Background: an optimization exercise with open tools, aiming at small area and a short achievable clock period. Do not read the settings as production practice. RTL that was checked went through simulation tests only; none was proved equivalent to the original. Power figures rest on the tool's default switching activity, not on a simulated workload.

## OV7670
module OV7670(
	input Reset,
	output reg [11:0]  PixelData,
	output [14:0] PAddress,
	output reg WPixel,
	input Pclock,
	input Href,
	input Vsync,
	input [7:0] Data,
	output reg [1:0] Promedio,
	output reg [1:0] Forma
);
	reg Href_prev, VSync_prev, Sync;
	reg [7:0] XPixel, YPixel;
	reg [10:0] PAhi;             
	reg [1:0] fcol;              
	reg fk;                      
	reg rgtg, ggtr;              
	reg [3:0] cM;                
	reg armW, armR, armG, armB;  
	reg fresh;                   
	reg [2:0] fd;                
	reg gRG, gGR, gRB, gBR, gGB, gBG;  
	assign PAddress = {PAhi, XPixel[3:0]};
	wire vs_rise = Vsync & ~VSync_prev;
	wire fall    = ~Vsync & ~Href & Href_prev;
	wire hi_byte = ~Vsync & Href & ~Sync;
	wire lo_byte = ~Vsync & Href & Sync;
	wire clr = Reset | vs_rise;
	wire [7:0] xp1, yp1;
	wire x_all1, y_all1;
	OV7670_inc #(8) ix(.q(XPixel), .en(1'b1), .y(xp1), .all1(x_all1));
	OV7670_inc #(8) iy(.q(YPixel), .en(1'b1), .y(yp1), .all1(y_all1));
	wire x_ge175 = XPixel[7] & (XPixel[6] | XPixel[5] & (XPixel[4] | (&XPixel[3:0])));
	wire x_gt175 = XPixel[7] & (XPixel[6] | XPixel[5] & XPixel[4]);
	wire y_ge143 = YPixel[7] & (YPixel[6] | YPixel[5] | YPixel[4] | (&YPixel[3:0]));
	wire y_gt143 = YPixel[7] & (YPixel[6] | YPixel[5] | YPixel[4]);
	wire x_out_inc = x_ge175 & ~x_all1;
	wire y_out_inc = y_ge143 & ~y_all1;
	wire pd_zero = ~Vsync & (fall ? y_out_inc : (y_gt143 | (lo_byte ? x_out_inc : x_gt175)));
	wire x_lo15 = &XPixel[3:0];
  ...
==> module OV7670_col, before the edit <==
module OV7670_col(
	input clk,
	input rst,
	input clr,        
	input vs_rise,
	input fall,       
	input rowclr,     
	input fresh,
	input fire,       
	output reg [11:0] Prom,
	output reg [7:0] Inc,
	output reg [7:0] D,
	output [1:0] shape   
);
	reg [5:0] A;      
	reg [6:0] E;      
	wire fbk = Prom[11] ^ Prom[5] ^ Prom[3] ^ Prom[0] ^ ~|Prom[10:0];
	wire [11:0] prom_n = fire ? {Prom[10:0], fbk} : Prom;
	wire [5:0] a_n;
	wire a_all1;
	OV7670_inc #(6) ia(.q(A), .en(fire), .y(a_n), .all1(a_all1));
	wire [6:0] e_dec;
	OV7670_updn #(7) ue(.q(E), .up(1'b0), .dn(fire), .y(e_dec));
	wire [6:0] e_n = {e_dec[6] ^ (fire & a_all1), e_dec[5:0]};
	wire up = E[6];
	wire dn = ~E[6] & (|E[5:0]);
	wire [7:0] inc_n;
	OV7670_updn #(8) uinc(.q(Inc), .up(up), .dn(dn), .y(inc_n));
	wire inc_is0 = ~|Inc;
	wire inc_is255 = &Inc;
	wire d_is0 = ~|D;
	wire d_zero = fresh | (up & d_is0 & ~inc_is255) | (dn & inc_is0);
	wire d_full = up & inc_is255;
	wire [7:0] d_step;
	OV7670_updn #(8) ud(.q(D), .up(dn), .dn(up), .y(d_step));
	wire inrange = (Inc > 8'd88) & (Inc < 8'd112);
	wire dgt12 = (D > 8'd12);
	assign shape = inrange ? ((fresh | dgt12) ? 2'b10 : 2'b01) : 2'b11;
	always @(posedge clk) begin
		Prom <= clr ? 12'd0 : prom_n;
		A <= (clr | rowclr) ? 6'd0 : a_n;
		if (clr) E <= 7'd0;
		else if (rowclr) E <= {1'b0, A};
		else E <= e_n;
		if (rst) Inc <= 8'd0;
		else if (vs_rise) Inc <= 8'd100;
		else if (fall) Inc <= inc_n;
		if (fall) D <= d_zero ? 8'd0 : d_full ? 8'd255 : d_step;
	end
endmodule
export LEC_CHECK = 0
export CAP_MARGIN = 10
export CORE_MARGIN = 2
export CORE_UTILIZATION = 40
export CTS_BUF_LIST = sky130_fd_sc_hd__clkbuf_4 sky130_fd_sc_hd__clkbuf_8
export SETUP_SLACK_MARGIN = 5
export SLEW_MARGIN = 10
create_clock -name core_clock -period 8.0 [get_ports {Pclock}]
standard.sh (not shown) runs the stock make flow with config.mk's settings and CLKGATE_MAP_FILE= SYNTH_SCRIPT=/design/flow/synth_recipe.tcl, a recipe that flattens the netlist after the stock synthesis.
==> flow/flow/run.sh <==
#!/bin/bash
# The standard layout, except that:
#  - the combinational logic of the standard synthesis is mapped again by ABC
#    with an area-recovering script (registers, their names and cell types
#    are untouched);
#  - the input and output ports get plain buffers instead of the default
#    delay buffer.
set -euo pipefail
W=$PWD
R=$W/orfs/results/sky130hd/OV7670/base
LIB=/OpenROAD-flow-scripts/flow/platforms/sky130hd/lib/sky130_fd_sc_hd__tt_025C_1v80.lib
YOSYS=/OpenROAD-flow-scripts/tools/install/yosys/bin/yosys
BP='BUFFER_PORTS_ARGS=-buffer_cell sky130_fd_sc_hd__buf_2'
bash standard.sh "$BP" $R/1_2_yosys.v > standard_synth.log 2>&1
cp $R/1_2_yosys.v $W/synth_standard.v
# combinational cells of the library as logic, for the re-mapping
$YOSYS -q -p "read_liberty -ignore_miss_func $LIB; delete *df* *dl* *sdf* *edf* *probe* *lpflow* *conb*; write_verilog -noattr $W/cells_comb.v" > cells_comb.log 2>&1
cat > $W/reabc.ys <<EOY
read_liberty -lib $LIB
read_verilog $W/synth_standard.v
hierarchy -top OV7670
techmap -map $W/cells_comb.v
techmap
opt -fast
opt_clean
abc -script $W/flow/reabc.script -liberty $LIB -D 3000 -dont_use sky130_fd_sc_hd__probe_p_8 -dont_use sky130_fd_sc_hd__probec_p_8 -dont_use sky130_fd_sc_hd__lpflow_bleeder_1 -dont_use sky130_fd_sc_hd__lpflow_clkbufkapwr_1 -dont_use sky130_fd_sc_hd__lpflow_clkbufkapwr_16 -dont_use sky130_fd_sc_hd__lpflow_clkbufkapwr_2 -dont_use sky130_fd_sc_hd__lpflow_clkbufkapwr_4 -dont_use sky130_fd_sc_hd__lpflow_clkbufkapwr_8 -dont_use sky130_fd_sc_hd__lpflow_clkinvkapwr_1 -dont_use sky130_fd_sc_hd__lpflow_clkinvkapwr_16 -dont_use sky130_fd_sc_hd__lpflow_clkinvkapwr_2 -dont_use sky130_fd_sc_hd__lpflow_clkinvkapwr_4 -dont_use sky130_fd_sc_hd__lpflow_clkinvkapwr_8 -dont_use sky130_fd_sc_hd__lpflow_decapkapwr_12 -dont_use sky130_fd_sc_hd__lpflow_decapkapwr_3 -dont_use sky130_fd_sc_hd__lpflow_decapkapwr_4 -dont_use sky130_fd_sc_hd__lpflow_decapkapwr_6 -dont_use sky130_fd_sc_hd__lpflow_decapkapwr_8 -dont_use sky130_fd_sc_hd__lpflow_inputiso0n_1 -dont_use sky130_fd_sc_hd__lpflow_inputiso0p_1 -dont_use sky130_fd_sc_hd__lpflow_inputiso1n_1 -dont_use sky130_fd_sc_hd__lpflow_inputiso1p_1 -dont_use sky130_fd_sc_hd__lpflow_inputisolatch_1 -dont_use sky130_fd_sc_hd__lpflow_isobufsrc_1 -dont_use sky130_fd_sc_hd__lpflow_isobufsrc_16 -dont_use sky130_fd_sc_hd__lpflow_isobufsrc_2 -dont_use sky130_fd_sc_hd__lpflow_isobufsrc_4 -dont_use sky130_fd_sc_hd__lpflow_isobufsrc_8 -dont_use sky130_fd_sc_hd__lpflow_isobufsrckapwr_16 -dont_use sky130_fd_sc_hd__lpflow_lsbuf_lh_hl_isowell_tap_1 -dont_use sky130_fd_sc_hd__lpflow_lsbuf_lh_hl_isowell_tap_2 -dont_use sky130_fd_sc_hd__lpflow_lsbuf_lh_hl_isowell_tap_4 -dont_use sky130_fd_sc_hd__lpflow_lsbuf_lh_isowell_4 -dont_use sky130_fd_sc_hd__lpflow_lsbuf_lh_isowell_tap_1 -dont_use sky130_fd_sc_hd__lpflow_lsbuf_lh_isowell_tap_2 -dont_use sky130_fd_sc_hd__lpflow_lsbuf_lh_isowell_tap_4 
opt_clean -purge
hilomap -singleton -hicell sky130_fd_sc_hd__conb_1 HI -locell sky130_fd_sc_hd__conb_1 LO
insbuf -buf sky130_fd_sc_hd__buf_4 A X
splitnets
opt_clean -purge
stat -liberty $LIB
check -assert -mapped
write_verilog -noattr -nohex -nodec $R/1_2_yosys.v
EOY
$YOSYS -s $W/reabc.ys > reabc.log 2>&1
bash standard.sh "$BP" finish > standard_finish.log 2>&1
Other scripts of this flow, unchanged in this note and not shown: flow/flow/reabc.script
Rerun with:
--- a/flow/design.v
+++ b/flow/design.v
@@ -43,10 +43,11 @@
 	wire [5:0] a_n;
 	wire a_all1;
 	OV7670_inc #(6) ia(.q(A), .en(fire), .y(a_n), .all1(a_all1));
 	wire [6:0] e_dec;
-	OV7670_updn #(7) ue(.q(E), .up(1'b0), .dn(fire), .y(e_dec));
-	wire [6:0] e_n = {e_dec[6] ^ (fire & a_all1), e_dec[5:0]};
+	OV7670_updn #(7) ue(.q(E), .up(1'b0), .dn(1'b1), .y(e_dec));
+	wire [6:0] E1 = {e_dec[6] ^ a_all1, e_dec[5:0]};
+	wire [6:0] e_n = fire ? E1 : E;
 	wire up = E[6];
 	wire dn = ~E[6] & (|E[5:0]);
 	wire [7:0] inc_n;
 	OV7670_updn #(8) uinc(.q(Inc), .up(up), .dn(dn), .y(inc_n));
Result:
- utilization went up by 5.3 points
- sequential cell count does not change
- power barely changes
- via count barely changes
- worst setup slack loses 0.44 ns
- combinational power hardly moves
- hold slack hardly moves
- register-to-register slack loses 0.30 ns
- first-iteration DRC count went down by 6.4%
- critical path depth went up by 3
- non-clock buffer count went up by 48
- synthesized cell count went down by 2.5%
- wire length went up by 4.9%
No functional check of the RTL was part of the second run of this note.

========
== job 656 ==
The RTL this note starts from:
==> flow/design.v <==
module OV7670_gt #(parameter W = 8) (input [W-1:0] a, input [W-1:0] b, output y);
	wire [W:0] g;
	assign g[0] = 1'b0;
	genvar i;
	generate for (i = 0; i < W; i = i + 1) begin : s
		assign g[i+1] = (a[i] & ~b[i]) | ((a[i] | ~b[i]) & g[i]);
	end endgenerate
	assign y = g[W];
endmodule
module OV7670_inc #(parameter W = 8) (input [W-1:0] q, input en, output [W-1:0] y, output all1);
	assign y[0] = q[0] ^ en;
	genvar i;
	generate for (i = 1; i < W; i = i + 1) begin : s
		assign y[i] = q[i] ^ (en & (&q[i-1:0]));
	end endgenerate
	assign all1 = &q;
endmodule
module OV7670_updn #(parameter W = 8) (input [W-1:0] q, input up, input dn, output [W-1:0] y);
	assign y[0] = q[0] ^ (up | dn);
	genvar i;
	generate for (i = 1; i < W; i = i + 1) begin : s
		assign y[i] = q[i] ^ ((up & (&q[i-1:0])) | (dn & ~(|q[i-1:0])));
	end endgenerate
endmodule
module OV7670_col(
	input clk,
	input rst,
	input clr,        
	input vs_rise,
	input fall,       
	input rowclr,     
	input fresh,
	input fire,       
	output reg [11:0] Prom,
	output reg [7:0] Inc,
	output reg [7:0] D,
	output [1:0] shape   
);
	reg [5:0] A;      
	reg [6:0] E;      
	wire fbk = Prom[11] ^ Prom[5] ^ Prom[3] ^ Prom[0] ^ ~|Prom[10:0];
	wire [11:0] prom_n = fire ? {Prom[10:0], fbk} : Prom;
	wire [5:0] a_n;
	wire a_all1;
	OV7670_inc #(6) ia(.q(A), .en(fire), .y(a_n), .all1(a_all1));
	wire [6:0] e_dec;
	OV7670_updn #(7) ue(.q(E), .up(1'b0), .dn(1'b1), .y(e_dec));
	wire [6:0] E1 = {e_dec[6] ^ a_all1, e_dec[5:0]};
	wire [6:0] e_n = fire ? E1 : E;
	wire up = E[6];
	wire dn = ~E[6] & (|E[5:0]);
	wire [7:0] inc_n;
	OV7670_updn #(8) uinc(.q(Inc), .up(up), .dn(dn), .y(inc_n));
	wire inc_is0 = ~|Inc;
	wire inc_is255 = &Inc;
	wire d_is0 = ~|D;
	wire d_zero = fresh | (up & d_is0 & ~inc_is255) | (dn & inc_is0);
	wire d_full = up & inc_is255;
	wire [7:0] d_step;
	OV7670_updn #(8) ud(.q(D), .up(dn), .dn(up), .y(d_step));
	wire inrange = (Inc > 8'd88) & (Inc < 8'd112);
	wire dgt12 = (D > 8'd12);
	assign shape = inrange ? ((fresh | dgt12) ? 2'b10 : 2'b01) : 2'b11;
	always @(posedge clk) begin
		Prom <= clr ? 12'd0 : prom_n;
		A <= (clr | rowclr) ? 6'd0 : a_n;
		if (clr) E <= 7'd0;
		else if (rowclr) E <= {1'b0, A};
		else E <= e_n;
		if (rst) Inc <= 8'd0;
		else if (vs_rise) Inc <= 8'd100;
		else if (fall) Inc <= inc_n;
		if (fall) D <= d_zero ? 8'd0 : d_full ? 8'd255 : d_step;
	end
endmodule
module OV7670(
	input Reset,
	output reg [11:0]  PixelData,
	output [14:0] PAddress,
	output reg WPixel,
	input Pclock,
	input Href,
	input Vsync,
	input [7:0] Data,
	output reg [1:0] Promedio,
	output reg [1:0] Forma
);
	reg Href_prev, VSync_prev, Sync;
	reg [7:0] XPixel, YPixel;
	reg [10:0] PAhi;             
	reg [1:0] fcol;              
	reg fk;                      
	reg rgtg, ggtr;              
	reg [3:0] cM;                
	reg armW, armR, armG, armB;  
	reg fresh;                   
	reg [2:0] fd;                
	reg gRG, gGR, gRB, gBR, gGB, gBG;  
	assign PAddress = {PAhi, XPixel[3:0]};
	wire vs_rise = Vsync & ~VSync_prev;
	wire fall    = ~Vsync & ~Href & Href_prev;
	wire hi_byte = ~Vsync & Href & ~Sync;
	wire lo_byte = ~Vsync & Href & Sync;
	wire clr = Reset | vs_rise;
	wire [7:0] xp1, yp1;
	wire x_all1, y_all1;
	OV7670_inc #(8) ix(.q(XPixel), .en(1'b1), .y(xp1), .all1(x_all1));
	OV7670_inc #(8) iy(.q(YPixel), .en(1'b1), .y(yp1), .all1(y_all1));
	wire x_ge175 = XPixel[7] & (XPixel[6] | XPixel[5] & (XPixel[4] | (&XPixel[3:0])));
	wire x_gt175 = XPixel[7] & (XPixel[6] | XPixel[5] & XPixel[4]);
	wire y_ge143 = YPixel[7] & (YPixel[6] | YPixel[5] | YPixel[4] | (&YPixel[3:0]));
	wire y_gt143 = YPixel[7] & (YPixel[6] | YPixel[5] | YPixel[4]);
	wire x_out_inc = x_ge175 & ~x_all1;
	wire y_out_inc = y_ge143 & ~y_all1;
	wire pd_zero = ~Vsync & (fall ? y_out_inc : (y_gt143 | (lo_byte ? x_out_inc : x_gt175)));
	wire x_lo15 = &XPixel[3:0];
	wire [6:0] U = PAhi[10:4];
	wire [3:0] L = PAhi[3:0];
	wire [6:0] u_up, u_dn;
	wire u_all1;
	OV7670_inc #(7) iu(.q(U), .en(1'b1), .y(u_up), .all1(u_all1));
	OV7670_updn #(7) du(.q(U), .up(1'b0), .dn(1'b1), .y(u_dn));
	wire [4:0] li = {1'b0, L} + 5'd1;
	wire [6:0] ui = li[4] ? (x_all1 ? U : u_up) : (x_all1 ? u_dn : U);
	wire [10:0] pa_inc = {ui, li[3:0]};
	wire [3:0] x4 = XPixel[7:4];
	wire [3:0] lfs = L + 4'd11 - x4;
	wire [4:0] x4p4 = {1'b0, x4} + 5'd4;
	wire fup;
	OV7670_gt #(5) cfu(.a({1'b0, L}), .b(x4p4), .y(fup));
	wire fdn = ~L[3] & ~L[2] & x4[3] & x4[2] & ((x4[1] & ~L[1]) | ((x4[1] | ~L[1]) & (x4[0] | ~L[0])));
	wire [6:0] uf = fup ? u_up : fdn ? u_dn : U;
	wire [4:0] lf = {1'b0, lfs};
	wire [10:0] pa_fall = y_all1 ? 11'd0 : {uf, lf[3:0]};
	wire xwin = (XPixel >= 8'd38) & (XPixel <= 8'd136);
	wire ywin = (YPixel >= 8'd23) & (YPixel <= 8'd121);
	wire [3:0] dR = Data[7:4];
	wire [3:0] dG = Data[3:0];
	wire d_rgtg, d_ggtr;
	OV7670_gt #(4) c0(.a(dR), .b(dG), .y(d_rgtg));
	OV7670_gt #(4) c1(.a(dG), .b(dR), .y(d_ggtr));
	wire d_wpre = ~Reset & hi_byte & xwin & ywin;
	always @(posedge Pclock) begin
		rgtg <= d_rgtg;
		ggtr <= d_ggtr;
		cM <= d_rgtg ? dR : dG;
		armW <= d_wpre;
		armR <= d_wpre & fk & (fcol == 2'd1) & d_rgtg;
		armG <= d_wpre & fk & (fcol == 2'd2) & d_ggtr;
		armB <= d_wpre & fk & (fcol == 2'd3);
	end
	wire [3:0] cB = Data[7:4];
	wire mgtb, bgtm;
	OV7670_gt #(4) c2(.a(cM), .b(cB), .y(mgtb));
	OV7670_gt #(4) c3(.a(cB), .b(cM), .y(bgtm));
	wire act = Href & ~Vsync;
	wire fireR = act & armR & mgtb;
	wire fireG = act & armG & mgtb;
	wire fireB = act & armB & bgtm;
	wire win = act & armW;
	wire bdom = bgtm;
	wire gdom = ggtr & mgtb;
	wire rdom = rgtg & mgtb;
	wire [1:0] cm = rgtg ? 2'd1 : 2'd2;
	wire mdom = mgtb & (rgtg | ggtr);
	wire sameB = (fcol == 2'd3);
	wire sameM = (fcol == cm);
	wire rowclr = fall & ~VSync_prev;
	wire [11:0] PR, PG, PB;
	wire [7:0] IR, IG, IB, DR, DG, DB;
	wire [1:0] SR, SG, SB;
	OV7670_col colR(.clk(Pclock), .rst(Reset), .clr(clr), .vs_rise(vs_rise), .fall(fall), .rowclr(rowclr), .fresh(fresh), .fire(fireR), .Prom(PR), .Inc(IR), .D(DR), .shape(SR));
	OV7670_col colG(.clk(Pclock), .rst(Reset), .clr(clr), .vs_rise(vs_rise), .fall(fall), .rowclr(rowclr), .fresh(fresh), .fire(fireG), .Prom(PG), .Inc(IG), .D(DG), .shape(SG));
	OV7670_col colB(.clk(Pclock), .rst(Reset), .clr(clr), .vs_rise(vs_rise), .fall(fall), .rowclr(rowclr), .fresh(fresh), .fire(fireB), .Prom(PB), .Inc(IB), .D(DB), .shape(SB));
	wire eRG = (PR == PG);
	wire eRB = (PR == PB);
	wire eGB = (PG == PB);
	wire zR = ~|PR;
	wire zG = ~|PG;
	wire zB = ~|PB;
	reg nRG, nGR, nRB, nBR, nGB, nBG;
	always @(*) begin
		{nRG, nGR, nRB, nBR, nGB, nBG} = {gRG, gGR, gRB, gBR, gGB, gBG};
		if (fd[0]) begin  
			nRG = ~zR & ~gGR;  nGR = zR ? ~zG : gGR & ~eRG;
			nRB = ~zR & ~gBR;  nBR = zR ? ~zB : gBR & ~eRB;
		end
		if (fd[1]) begin  
			nGR = ~zG & ~gRG;  nRG = zG ? ~zR : gRG & ~eRG;
			nGB = ~zG & ~gBG;  nBG = zG ? ~zB : gBG & ~eGB;
		end
		if (fd[2]) begin  
			nBR = ~zB & ~gRB;  nRB = zB ? ~zR : gRB & ~eRB;
			nBG = ~zB & ~gGB;  nGB = zB ? ~zG : gGB & ~eGB;
		end
	end
	wire rwin = nRG & nRB;
	wire gwin = nGR & nGB;
	wire bwin = nBR & nBG;
	wire [1:0] f_shape = rwin ? SR : gwin ? SG : SB;
	wire [1:0] p_n = rwin ? 2'b01 : gwin ? 2'b10 : bwin ? 2'b11 : 2'b00;
	wire [1:0] f_n = (rwin | gwin | bwin) ? f_shape : 2'b00;
	always @(posedge Pclock) begin
		if (Reset) begin
			Href_prev <= 1'b0;
			VSync_prev <= 1'b0;
			Sync <= 1'b0;
			WPixel <= 1'b0;
			XPixel <= 8'd0;
			YPixel <= 8'd0;
			PAhi <= 11'd0;
			PixelData <= 12'd0;
			fcol <= 2'd0;
			fk <= 1'b0;
			fresh <= 1'b1;
			fd <= 3'd0;
			{gRG, gGR, gRB, gBR, gGB, gBG} <= 6'd0;
			Promedio <= 2'd0;
			Forma <= 2'd0;
		end else begin
			Href_prev <= Href;
			VSync_prev <= Vsync;
			Sync <= hi_byte;
			WPixel <= lo_byte;
			if (Vsync | fall) XPixel <= 8'd0;
			else if (lo_byte) XPixel <= xp1;
			if (Vsync) YPixel <= 8'd0;
			else if (fall) YPixel <= yp1;
			if (Vsync) PAhi <= 11'd0;
			else if (fall) PAhi <= pa_fall;
			else if (lo_byte & x_lo15) PAhi <= pa_inc;
			if (pd_zero) PixelData <= 12'd0;
			else begin
				if (hi_byte) PixelData[11:4] <= Data;
				if (lo_byte) PixelData[3:0] <= Data[7:4];
			end
			if (win & bdom) begin
				fcol <= (sameB & fk) ? 2'd0 : 2'd3;
				fk <= sameB & ~fk;
			end else if (win & mdom) begin
				fcol <= (sameM & fk) ? 2'd0 : cm;
				fk <= sameM & ~fk;
			end
			fd <= {fireB, fireG, fireR};
			if (vs_rise) {gRG, gGR, gRB, gBR, gGB, gBG} <= 6'd0;
			else {gRG, gGR, gRB, gBR, gGB, gBG} <= {nRG, nGR, nRB, nBR, nGB, nBG};
			if (vs_rise) fresh <= 1'b1;
			else if (fall) fresh <= 1'b0;
			if (vs_rise) begin
				Promedio <= p_n;
				Forma <= f_n;
			end
		end
	end
endmodule
==> flow/config.mk <==
export PLATFORM = sky130hd
export DESIGN_NAME = OV7670
export DESIGN_NICKNAME = OV7670
export VERILOG_FILES = /design/flow/design.v
export SDC_FILE = /design/flow/constraint.sdc
export NUM_CORES = 4
export LEC_CHECK = 0
export CAP_MARGIN = 10
export CORE_MARGIN = 2
export CORE_UTILIZATION = 40
export CTS_BUF_LIST = sky130_fd_sc_hd__clkbuf_4 sky130_fd_sc_hd__clkbuf_8
export SETUP_SLACK_MARGIN = 5
export SLEW_MARGIN = 10
==> flow/constraint.sdc <==
create_clock -name core_clock -period 8.0 [get_ports {Pclock}]
set_input_delay 1.6000 -clock core_clock [delete_from_list [all_inputs] [get_ports {Pclock}]]
set_output_delay 1.6000 -clock core_clock [all_outputs]
set_load 0.01 [all_outputs]
==> flow/flow/run.sh <==
#!/bin/bash
# The standard layout, with plain buffers (instead of the default delay
# buffer) on the input and output ports.
set -euo pipefail
bash standard.sh 'BUFFER_PORTS_ARGS=-buffer_cell sky130_fd_sc_hd__buf_2' finish > standard.log 2>&1
Here is what was changed in the inputs of job 9723 compared with job 656.
-- flow/design.v --
<<< job 656, line 45
	OV7670_inc #(6) ia(.q(A), .en(fire), .y(a_n), .all1(a_all1));
	wire [6:0] e_dec;
	OV7670_updn #(7) ue(.q(E), .up(1'b0), .dn(1'b1), .y(e_dec));
	wire [6:0] E1 = {e_dec[6] ^ a_all1, e_dec[5:0]};
	wire [6:0] e_n = fire ? E1 : E;
	wire up = E[6];
	wire dn = ~E[6] & (|E[5:0]);
>>> job 9723, line 45
	OV7670_inc #(6) ia(.q(A), .en(fire), .y(a_n), .all1(a_all1));
	wire [6:0] e_dec;
	OV7670_updn #(7) ue(.q(E), .up(1'b0), .dn(fire), .y(e_dec));
	wire [6:0] e_n = {e_dec[6] ^ (fire & a_all1), e_dec[5:0]};
	wire up = E[6];
	wire dn = ~E[6] & (|E[5:0]);
Job 9723: clock power share is 0.7 points lower than what job 656 reported. In job 9723, antenna diode instance count is higher than in job 656. Diff job 656 -> job 9723 | final critical path time including I/O delays and setup | decrease of 120 ps. Delta (job 9723 minus job 656): vias after detailed routing lower; first-iteration DRC count went down 95; sequential power saw little to no change; count of TritonRoute iterations in the first routing pass fell by 1; count of clock-buffer cells in the layout went up by 5. Job 9723 has number of gates given a new drive strength after cts below what job 656 had.
The RTL of job 656 was laid out without a check of its function.

==> static timing again, ports no longer ideal <==
The results above use ideal ports. As a check the final layouts listed here were re-extracted and re-timed, cells and wires unchanged.
Step 1 assumes that a clkbuf_16 drives the clock port and a buf_2 every other input.
Step 2 adds t to the input delays and takes it off the output delays; t is the mean of the earliest and latest rising clock arrival at the registers after step 1. Input paths then give back, and output paths get back, about the clock's delay inside the block.
Three values: ideal, step 1, step 2; two values: the first two.
run	shift t [ns]	slack for setup (ns)	worst setup path after step 2	slew at the worst register clock pin (ns)	worst data-port slew with drivers (ns)
the first run of note 1	0.524	5.070 / 5.093 / 4.569	input to register	0.12 / 0.12	0.03
the second run of note 1	0.512	4.626 / 4.619 / 4.107	input to register	0.12 / 0.12	0.06
job 656	0.523	4.951 / 4.962 / 4.439	input to register	0.12 / 0.12	0.04
job 9723	0.509	5.076 / 5.089 / 4.580	input to register	0.12 / 0.12	0.04
After both steps every run listed still meets setup and hold. The setup slack of the second run of note 1, which loses most, moves by -0.007 ns with the drivers and by -0.519 ns with both steps.
